Source: an optimization exercise on an open RTL-to-GDS flow (aim: small area, a short achievable clock period and few clock cycles). Production flows keep margins and buffers that such runs may drop. Only simulation tests tie the RTL to the original design; equivalence was not proved. No activity file was given, so power comes from the tool's default toggle rates.

==> flow/design.v (excerpt) <==
module multi_core_wb #(
    parameter N = 2,
    parameter IMG_SIZE = 64,
    parameter OUTPUT_SIZE = 32
)(
    input clk,
    input rst,
    input         i_wb_cyc,
    input         i_wb_stb,
    input         i_wb_we,
    input  [3:0]  i_wb_sel,
    input  [31:0] i_wb_addr,
    input  [31:0] i_wb_data,
    output reg [31:0] o_wb_data,
    output reg        o_wb_ack,
    output reg        o_wb_stall
);
==> flow/config.mk <==
export PLATFORM = sky130hd
export DESIGN_NAME = multi_core_wb
export DESIGN_NICKNAME = multi_core_wb
export VERILOG_FILES = /design/flow/design.v
export SDC_FILE = /design/flow/constraint.sdc
export NUM_CORES = 4
export LEC_CHECK = 0
export CAP_MARGIN = 20
export CORE_MARGIN = 2
export CORE_UTILIZATION = 72
export CTS_BUF_LIST = sky130_fd_sc_hd__clkbuf_16
export CTS_CLUSTER_DIAMETER = 60
export CTS_CLUSTER_SIZE = 30
export PLACE_DENSITY = 0.8
export SLEW_MARGIN = 20
==> flow/constraint.sdc <==
create_clock -name core_clock -period 10.0 [get_ports {clk}]
set_input_delay 2.0000 -clock core_clock [delete_from_list [all_inputs] [get_ports {clk}]]
set_output_delay 2.0000 -clock core_clock [all_outputs]
set_load 0.01 [all_outputs]
standard.sh (not shown) runs the stock make flow with config.mk's settings and CLKGATE_MAP_FILE= SYNTH_SCRIPT=/design/flow/synth_recipe.tcl, a recipe that flattens the netlist after the stock synthesis.
==> flow/flow/run.sh <==
#!/bin/bash
set -euo pipefail
export SETUP_SLACK_MARGIN=6.6
export TNS_END_PERCENT=100
bash standard.sh > standard_flow.log 2>&1
Testbench counts at the start, summed over its fixed seeds: cycles 6,968.
Then changed:
--- a/flow/design.v
+++ b/flow/design.v
@@ -29,21 +29,22 @@
 wire acc_pix   = req &  i_wb_we & ~a9;
 wire acc_start = req &  i_wb_we &  a9;
 wire acc_stat  = req & ~i_wb_we &  a9;
 reg        w_pend;
 reg        w_core;
 reg [1:0]  w_pair;    
 reg [3:0]  w_slot;    
 reg [31:0] w_data;
 wire ins_now  = w_pend & (w_slot == cnt);
 reg  [1:0] lr;        
-wire [1:0] lr_n = (cc == 3'd7) ? ((lr == 2'd2) ? 2'd0 : lr + 2'd1) : lr;
+wire [1:0] lr_n  = (cc == 3'd7) ? ((lr == 2'd2) ? 2'd0 : lr + 2'd1) : lr;
+wire [1:0] lr_nn = (cc_n == 3'd7) ? ((lr_n == 2'd2) ? 2'd0 : lr_n + 2'd1) : lr_n;
 wire dirty_now  = ins_now & ({1'b0, w_pair} <= {1'b0, lr} + 3'd1);
 reg  clean;           
 reg  clean_done;      
 wire it_first   = (lr == 2'd0) & (cc == 3'd0);    
 wire it_end     = (lr == 2'd0) & (cc == 3'd2);    
 always @(posedge clk) begin
   if (rst) begin
     lr         <= 2'd2;
     clean      <= 1'b0;
     clean_done <= 1'b0;
@@ -109,42 +110,53 @@
     assign tap[8*k + 2*i + 1] = r[255:224];
   end
 end
 endgenerate
 wire [31:0] pred [0:1];
 generate
 for (k = 0; k < 2; k = k + 1) begin : core
   localparam P = (k == 1);
   reg       oh0, oh1;    
   reg [1:0] rb;          
+  reg       ph0, ph1, ph0d, ph1d;
+  reg [1:0] pb, pbd;
   reg       aclr, amv, ax2;  
   reg       bclr, bx2;       
   reg       fen, fclr;   
   always @(posedge clk) begin
     oh0  <= (lr_n == 2'd0) ^ P;
     oh1  <= (lr_n == 2'd1) ^ P;
     rb   <= lr_n ^ {2{P}};
+    ph0  <= (lr_nn == 2'd0) ^ P;
+    ph1  <= (lr_nn == 2'd1) ^ P;
+    pb   <= lr_nn ^ {2{P}};
+    ph0d <= ph0;
+    ph1d <= ph1;
+    pbd  <= pb;
     aclr <= (cc == 3'd0) ^ P;
     amv  <= ((cc == 3'd4) | (cc == 3'd6)) ^ P;
     ax2  <= ((cc == 3'd1) | (cc == 3'd2) | (cc == 3'd4) | (cc == 3'd6)) ^ P;
     bclr <= ((cc == 3'd2) | (cc == 3'd4)) ^ P;
     bx2  <= P ? ~(cc[0] & (cc[1] | cc[2])) : (cc[0] & (cc[1] ^ cc[2]));   
     fen  <= ((cc_n == 3'd6) | (cc_n == 3'd0) | (cc_n == 3'd2)) ^ P;
     fclr <= ((lr_n == 2'd0) & (cc_n == 3'd6)) ^ P;
   end
   wire s0 = oh0 ^ P;
   wire s1 = oh1 ^ P;
   wire [1:0] r = rb ^ {2{P}};
+  wire t0 = ph0d ^ P;
+  wire t1 = ph1d ^ P;
+  wire [1:0] u = pbd ^ {2{P}};
   wire [31:0] q0 = s0 ? tap[8*k+0] : s1 ? tap[8*k+2] : tap[8*k+4];
-  wire [31:0] q1 = s0 ? tap[8*k+1] : s1 ? tap[8*k+3] : tap[8*k+5];
+  wire [31:0] q1 = t0 ? tap[8*k+1] : t1 ? tap[8*k+3] : tap[8*k+5];
   wire [31:0] q2 = r[1] ? tap[8*k+6] : r[0] ? tap[8*k+4] : tap[8*k+2];
-  wire [31:0] q3 = r[1] ? tap[8*k+7] : r[0] ? tap[8*k+5] : tap[8*k+3];
+  wire [31:0] q3 = u[1] ? tap[8*k+7] : u[0] ? tap[8*k+5] : tap[8*k+3];
   wire [31:0] n0  = ~q0;
   wire [31:0] n1  = ~q1;
   wire [31:0] s1v = q2 ^ q3 ^ n0;
   wire [31:0] m1  = (q2 & q3) | (q2 & n0) | (q3 & n0);
   wire [31:0] c1  = {m1[30:0], 1'b1};
   wire [31:0] ts  = s1v ^ c1 ^ n1;
   wire [31:0] m2  = (s1v & c1) | (s1v & n1) | (c1 & n1);
   reg  [31:0] tsr, tcr;
   always @(posedge clk) begin
     tsr <= ts;
@@ -191,21 +203,21 @@
            a2g[20], a2g[17], a2g[14], a2g[11], a2g[8], a2g[5], a2g[2]};
     bs <= b1s ^ b1c ^ vb;
     bc <= {b2m[30:0], 1'b0};
   end
   reg  [31:0] X;
   always @(posedge clk) X <= as + ac;
   reg  [31:0] F, PR;
   wire [31:0] sum = ((fclr ^ P) ? 32'd0 : F) + {{2{X[31]}}, X[31:2]};
   always @(posedge clk) begin
     if (fen ^ P) F  <= sum;
-    if (finish)  PR <= sum[31] ? 32'd0 : sum;
-  end
-  assign pred[k] = PR;
+    if (finish)  PR <= sum;
+  end
+  assign pred[k] = PR[31] ? 32'd0 : PR;    
 end
 endgenerate
 always @(posedge clk) begin
   if (st_wait)  o_wb_data <= 32'd1;
   else if (a9)  o_wb_data <= {31'b0, done_flag | finish};
   else          o_wb_data <= pred[i_wb_addr[0]];
 end
 endmodule
Critical path depth fell by 13.
Register-to-register slack hardly moves.
Wire length rose by 3.0%.
Core utilization hardly moves.
Clock power rose by about 1%.
Maximum frequency fell by 1.0%.
Setup slack degrades by 0.035 ns.
Cell count stays flat.
Synthesized area rose by 0.34%.
Non-clock buffer count fell by 18.
Testbench counts after the change, summed over its fixed seeds: cycles 6,968.


east:
The RTL this note starts from:
==> flow/design.v <==
module multi_core_wb #(
    parameter N = 2,
    parameter IMG_SIZE = 64,
    parameter OUTPUT_SIZE = 32
)(
    input clk,
    input rst,
    input         i_wb_cyc,
    input         i_wb_stb,
    input         i_wb_we,
    input  [3:0]  i_wb_sel,
    input  [31:0] i_wb_addr,
    input  [31:0] i_wb_data,
    output reg [31:0] o_wb_data,
    output reg        o_wb_ack,
    output reg        o_wb_stall
);
reg [3:0] cnt;    
always @(posedge clk) begin
  if (rst) cnt <= 4'd7;
  else     cnt <= cnt + 4'd1;
end
wire [3:0] cnt_n = cnt + 4'd1;
wire [2:0] cc    = cnt[2:0];      
wire [2:0] cc_n  = cnt_n[2:0];    
reg  stall_i, w_hold;
wire req       = i_wb_cyc & i_wb_stb & ~stall_i;
wire a9        = i_wb_addr[9];
wire acc_pix   = req &  i_wb_we & ~a9;
wire acc_start = req &  i_wb_we &  a9;
wire acc_stat  = req & ~i_wb_we &  a9;
reg        w_pend;
reg        w_core;
reg [1:0]  w_pair;    
reg [3:0]  w_slot;    
reg [31:0] w_data;
wire ins_now  = w_pend & (w_slot == cnt);
reg  [1:0] lr;        
wire [1:0] lr_n = (cc == 3'd7) ? ((lr == 2'd2) ? 2'd0 : lr + 2'd1) : lr;
wire dirty_now  = ins_now & ({1'b0, w_pair} <= {1'b0, lr} + 3'd1);
reg  clean;           
reg  clean_done;      
wire it_first   = (lr == 2'd0) & (cc == 3'd0);    
wire it_end     = (lr == 2'd0) & (cc == 3'd2);    
always @(posedge clk) begin
  if (rst) begin
    lr         <= 2'd2;
    clean      <= 1'b0;
    clean_done <= 1'b0;
  end else begin
    lr         <= lr_n;
    clean      <= (it_first | clean) & ~dirty_now;
    clean_done <= (it_first ? clean : clean_done) & ~ins_now;
  end
end
reg       busy;       
reg       done_flag;  
reg       st_wait;    
wire finish        = busy & it_end & clean_done & ~ins_now;
wire hold_stat     = acc_stat & busy & ~finish;
wire st_wait_n     = hold_stat | (st_wait & ~finish);
always @(posedge clk) begin
  if (rst) begin
    busy      <= 1'b0;
    done_flag <= 1'b0;
    st_wait   <= 1'b0;
  end else begin
    busy      <= (busy | acc_start) & ~finish;
    done_flag <= acc_start ? 1'b0 : (done_flag | finish);
    st_wait   <= st_wait_n;
  end
end
wire w_pend_n = stall_i ? (w_pend & ~ins_now) : acc_pix;
wire [3:0] w_slot_n = w_hold ? w_slot : i_wb_addr[3:0];
wire w_mis_n  = w_slot_n != cnt_n;
always @(posedge clk) begin
  if (!w_hold) begin
    w_core <= i_wb_addr[8];
    w_pair <= i_wb_addr[5:4];
    w_slot <= i_wb_addr[3:0];
    w_data <= i_wb_data;
  end
end
always @(posedge clk) begin
  if (rst) begin
    w_pend     <= 1'b0;
    w_hold     <= 1'b0;
    stall_i    <= 1'b0;
    o_wb_stall <= 1'b0;
    o_wb_ack   <= 1'b0;
  end else begin
    w_pend     <= w_pend_n;
    w_hold     <= w_pend_n & w_mis_n;
    stall_i    <= (st_wait_n | w_pend_n) & (st_wait_n | w_mis_n);
    o_wb_stall <= st_wait_n | (w_pend_n & w_mis_n);
    o_wb_ack   <= (req & ~hold_stat) | (st_wait & finish);
  end
end
wire [31:0] tap [0:15];    
genvar k, i;
generate
for (k = 0; k < 2; k = k + 1) begin : core_mem
  for (i = 0; i < 4; i = i + 1) begin : pair
    reg [511:0] r;
    wire ins = ins_now & (w_core == k) & (w_pair == i);
    always @(posedge clk)
      r <= {r[479:0], ins ? w_data : r[511:480]};
    assign tap[8*k + 2*i]     = r[511:480];
    assign tap[8*k + 2*i + 1] = r[255:224];
  end
end
endgenerate
wire [31:0] pred [0:1];
generate
for (k = 0; k < 2; k = k + 1) begin : core
  localparam P = (k == 1);
  reg       oh0, oh1;    
  reg [1:0] rb;          
  reg       x2u;         
  reg       x2v;         
  reg       eclr, oclr;  
  reg       fso;         
  reg       fen, fclr;   
  always @(posedge clk) begin
    oh0  <= (lr_n == 2'd0) ^ P;
    oh1  <= (lr_n == 2'd1) ^ P;
    rb   <= lr_n ^ {2{P}};
    x2u  <= (cc_n[0] ^ cc_n[1]) ^ P;
    x2v  <= P ? ~((cc_n == 3'd0) | (cc_n == 3'd3) | (cc_n == 3'd4))
              :  ((cc_n == 3'd3) | (cc_n == 3'd4));
    eclr <= ((cc_n == 3'd1) | (cc_n == 3'd5)) ^ P;
    oclr <= (cc_n == 3'd3) ^ P;
    fso  <= (cc_n == 3'd7) ^ P;
    fen  <= ((cc_n == 3'd6) | (cc_n == 3'd0) | (cc_n == 3'd2)) ^ P;
    fclr <= ((lr_n == 2'd0) & (cc_n == 3'd6)) ^ P;
  end
  wire s0 = oh0 ^ P;
  wire s1 = oh1 ^ P;
  wire [1:0] r = rb ^ {2{P}};
  wire [31:0] q0 = s0 ? tap[8*k+0] : s1 ? tap[8*k+2] : tap[8*k+4];
  wire [31:0] q1 = s0 ? tap[8*k+1] : s1 ? tap[8*k+3] : tap[8*k+5];
  wire [31:0] q2 = r[1] ? tap[8*k+6] : r[0] ? tap[8*k+4] : tap[8*k+2];
  wire [31:0] q3 = r[1] ? tap[8*k+7] : r[0] ? tap[8*k+5] : tap[8*k+3];
  wire [31:0] n0  = ~q0;
  wire [31:0] n1  = ~q1;
  wire [31:0] s1v = q2 ^ q3 ^ n0;
  wire [31:0] m1  = (q2 & q3) | (q2 & n0) | (q3 & n0);
  wire [31:0] c1  = {m1[30:0], 1'b1};
  wire [31:0] ts  = s1v ^ c1 ^ n1;
  wire [31:0] m2  = (s1v & c1) | (s1v & n1) | (c1 & n1);
  wire [31:0] tc  = {m2[30:0], 1'b1};
  wire wu = x2u ^ P;
  wire wv = P ? ~x2v : x2v;
  reg  [31:0] us, uc, vs, vc;
  always @(posedge clk) begin
    us <= wu ? {ts[30:0], 1'b0} : ts;
    uc <= wu ? {tc[30:0], 1'b0} : tc;
    vs <= wv ? {ts[30:0], 1'b0} : ts;
    vc <= wv ? {tc[30:0], 1'b0} : tc;
  end
  reg  [31:0] es, ec, os, oc;
  wire [31:0] ea  = (eclr ^ P) ? 32'd0 : es;
  wire [31:0] eb  = (eclr ^ P) ? 32'd0 : ec;
  wire [31:0] oa  = (oclr ^ P) ? 32'd0 : os;
  wire [31:0] ob  = (oclr ^ P) ? 32'd0 : oc;
  wire [31:0] e1s = ea ^ eb ^ us;
  wire [31:0] e1m = (ea & eb) | (ea & us) | (eb & us);
  wire [31:0] e1c = {e1m[30:0], 1'b0};
  wire [31:0] e2m = (e1s & e1c) | (e1s & uc) | (e1c & uc);
  wire [31:0] o1s = oa ^ ob ^ vs;
  wire [31:0] o1m = (oa & ob) | (oa & vs) | (ob & vs);
  wire [31:0] o1c = {o1m[30:0], 1'b0};
  wire [31:0] o2m = (o1s & o1c) | (o1s & vc) | (o1c & vc);
  always @(posedge clk) begin
    es <= e1s ^ e1c ^ uc;
    ec <= {e2m[30:0], 1'b0};
    os <= o1s ^ o1c ^ vc;
    oc <= {o2m[30:0], 1'b0};
  end
  reg  [31:0] X;
  wire [31:0] xs = (fso ^ P) ? os : es;
  wire [31:0] xc = (fso ^ P) ? oc : ec;
  always @(posedge clk) X <= xs + xc;
  reg  [31:0] F, PR;
  wire [31:0] sum = ((fclr ^ P) ? 32'd0 : F) + {{2{X[31]}}, X[31:2]};
  always @(posedge clk) begin
    if (fen ^ P) F  <= sum;
    if (finish)  PR <= sum[31] ? 32'd0 : sum;
  end
  assign pred[k] = PR;
end
endgenerate
always @(posedge clk) begin
  if (st_wait)  o_wb_data <= 32'd1;
  else if (a9)  o_wb_data <= {31'b0, done_flag | finish};
  else          o_wb_data <= pred[i_wb_addr[0]];
end
endmodule
Settings: LEC_CHECK=0, CAP_MARGIN=20, CORE_MARGIN=2, CORE_UTILIZATION=60, CTS_BUF_LIST=sky130_fd_sc_hd__clkbuf_8, CTS_CLUSTER_DIAMETER=40, CTS_CLUSTER_SIZE=16, PLACE_DENSITY=0.7, SLEW_MARGIN=20; clock period 10.0 ns.
Scripts as last shown in full above: flow/flow/run.sh
Testbench counts of east, summed over its fixed seeds: cycles 6,968.
### east -> north
-- flow/design.v --
<<< east, line 36
reg [31:0] w_data;
wire ins_now  = w_pend & (w_slot == cnt);
reg  [1:0] lr;        
wire [1:0] lr_n = (cc == 3'd7) ? ((lr == 2'd2) ? 2'd0 : lr + 2'd1) : lr;
wire dirty_now  = ins_now & ({1'b0, w_pair} <= {1'b0, lr} + 3'd1);
reg  clean;           
reg  clean_done;      
wire it_first   = (lr == 2'd0) & (cc == 3'd0);    
wire it_end     = (lr == 2'd0) & (cc == 3'd2);    
always @(posedge clk) begin
  if (rst) begin
    lr         <= 2'd2;
    clean      <= 1'b0;
    clean_done <= 1'b0;
  end else begin
    lr         <= lr_n;
    clean      <= (it_first | clean) & ~dirty_now;
    clean_done <= (it_first ? clean : clean_done) & ~ins_now;
  end
end
reg       busy;       
reg       done_flag;  
reg       st_wait;    
wire finish        = busy & it_end & clean_done & ~ins_now;
wire hold_stat     = acc_stat & busy & ~finish;
wire st_wait_n     = hold_stat | (st_wait & ~finish);
always @(posedge clk) begin
  if (rst) begin
>>> north, line 36
reg [31:0] w_data;
wire ins_now  = w_pend & (w_slot == cnt);
reg       busy;       
reg       done_flag;  
reg       st_wait;    
reg       waitst;     
reg       act;        
reg [1:0] rv;         
wire start_pending = acc_start | waitst;
wire k0            = start_pending & (cc == 3'd0) & ~ins_now;   
wire finish        = act & (rv == 2'd3) & (cc == 3'd2);
wire hold_stat     = acc_stat & busy & ~finish;
wire st_wait_n     = hold_stat | (st_wait & ~finish);
wire act_n         = k0 | (act & ~finish);
wire [1:0] rv_n    = !act_n ? 2'd0 : (cc == 3'd7) ? rv + 2'd1 : rv;
always @(posedge clk) begin
  if (rst) begin
<<< east, line 65
    done_flag <= 1'b0;
    st_wait   <= 1'b0;
  end else begin
    busy      <= (busy | acc_start) & ~finish;
    done_flag <= acc_start ? 1'b0 : (done_flag | finish);
    st_wait   <= st_wait_n;
  end
end
>>> north, line 54
    done_flag <= 1'b0;
    st_wait   <= 1'b0;
    waitst    <= 1'b0;
    act       <= 1'b0;
    rv        <= 2'd0;
  end else begin
    busy      <= (busy | acc_start) & ~finish;
    done_flag <= acc_start ? 1'b0 : (done_flag | finish);
    st_wait   <= st_wait_n;
    waitst    <= start_pending & ~k0;
    act       <= act_n;
    rv        <= rv_n;
  end
end
<<< east, line 123
  reg       fen, fclr;   
  always @(posedge clk) begin
    oh0  <= (lr_n == 2'd0) ^ P;
    oh1  <= (lr_n == 2'd1) ^ P;
    rb   <= lr_n ^ {2{P}};
    x2u  <= (cc_n[0] ^ cc_n[1]) ^ P;
    x2v  <= P ? ~((cc_n == 3'd0) | (cc_n == 3'd3) | (cc_n == 3'd4))
>>> north, line 118
  reg       fen, fclr;   
  always @(posedge clk) begin
    oh0  <= (rv_n == 2'd0) ^ P;
    oh1  <= (rv_n == 2'd1) ^ P;
    rb   <= rv_n ^ {2{P}};
    x2u  <= (cc_n[0] ^ cc_n[1]) ^ P;
    x2v  <= P ? ~((cc_n == 3'd0) | (cc_n == 3'd3) | (cc_n == 3'd4))
<<< east, line 132
    oclr <= (cc_n == 3'd3) ^ P;
    fso  <= (cc_n == 3'd7) ^ P;
    fen  <= ((cc_n == 3'd6) | (cc_n == 3'd0) | (cc_n == 3'd2)) ^ P;
    fclr <= ((lr_n == 2'd0) & (cc_n == 3'd6)) ^ P;
  end
  wire s0 = oh0 ^ P;
>>> north, line 127
    oclr <= (cc_n == 3'd3) ^ P;
    fso  <= (cc_n == 3'd7) ^ P;
    fen  <= (act_n & ((cc_n == 3'd6) | (((cc_n == 3'd0) | (cc_n == 3'd2)) & (rv_n != 2'd0)))) ^ P;
    fclr <= ((rv_n == 2'd0) & (cc_n == 3'd6)) ^ P;
  end
  wire s0 = oh0 ^ P;
<<< east, line 182
  wire [31:0] xc = (fso ^ P) ? oc : ec;
  always @(posedge clk) X <= xs + xc;
  reg  [31:0] F, PR;
  wire [31:0] sum = ((fclr ^ P) ? 32'd0 : F) + {{2{X[31]}}, X[31:2]};
  always @(posedge clk) begin
    if (fen ^ P) F  <= sum;
    if (finish)  PR <= sum[31] ? 32'd0 : sum;
  end
  assign pred[k] = PR;
end
endgenerate
>>> north, line 177
  wire [31:0] xc = (fso ^ P) ? oc : ec;
  always @(posedge clk) X <= xs + xc;
  reg  [31:0] F;
  wire [31:0] sum = ((fclr ^ P) ? 32'd0 : F) + {{2{X[31]}}, X[31:2]};
  always @(posedge clk) begin
    if (fen ^ P) F <= sum;
  end
  assign pred[k] = F[31] ? 32'd0 : F;
end
endgenerate
Results
- Re total power: east was higher than north.
- Compare north and east | portion of total power attributed to combinational logic lower: north
- As of north, final area had fallen slightly compared to east.
- Relative to east, the period utilization of north is higher by 0.89 points.
- | full die area | north vs east | better |
Testbench counts of north, summed over its fixed seeds: cycles 7,736.

[re-timing with driven ports]
In the flow no input, the clock included, has a driving cell. The finished layouts below were timed again as built, in two steps. Step 1, drivers: a clkbuf_16 drives clk and a buf_2 each remaining input, both assumed. Step 2 adds t to the input delays and takes it off the output delays; t is the mean of the earliest and latest rising clock arrival at the registers after step 1. Input paths then give back, and output paths get back, about the clock's delay inside the block. Slacks: no drivers / after step 1 / after step 2; pairs: no drivers / after step 1.
run	t, ns	setup slack, ns	hold WS [ns]	cell pins on the clock port's net
the first run of note 1	0.942	6.637 / 6.580 / 5.940	0.294 / 0.294 / 0.294	1
the second run of note 1	0.950	6.602 / 6.512 / 5.748	0.315 / 0.315 / 0.315	1
east	1.158	6.471 / 6.384 / 5.714	0.290 / 0.290 / 0.290	1
north	1.159	6.382 / 6.295 / 5.834	0.290 / 0.290 / 0.290	1
After both steps setup and hold are still met in every run listed. For the second run of note 1, which loses most, drivers alone change the setup slack by -0.090 ns; drivers and shift together by -0.854 ns.
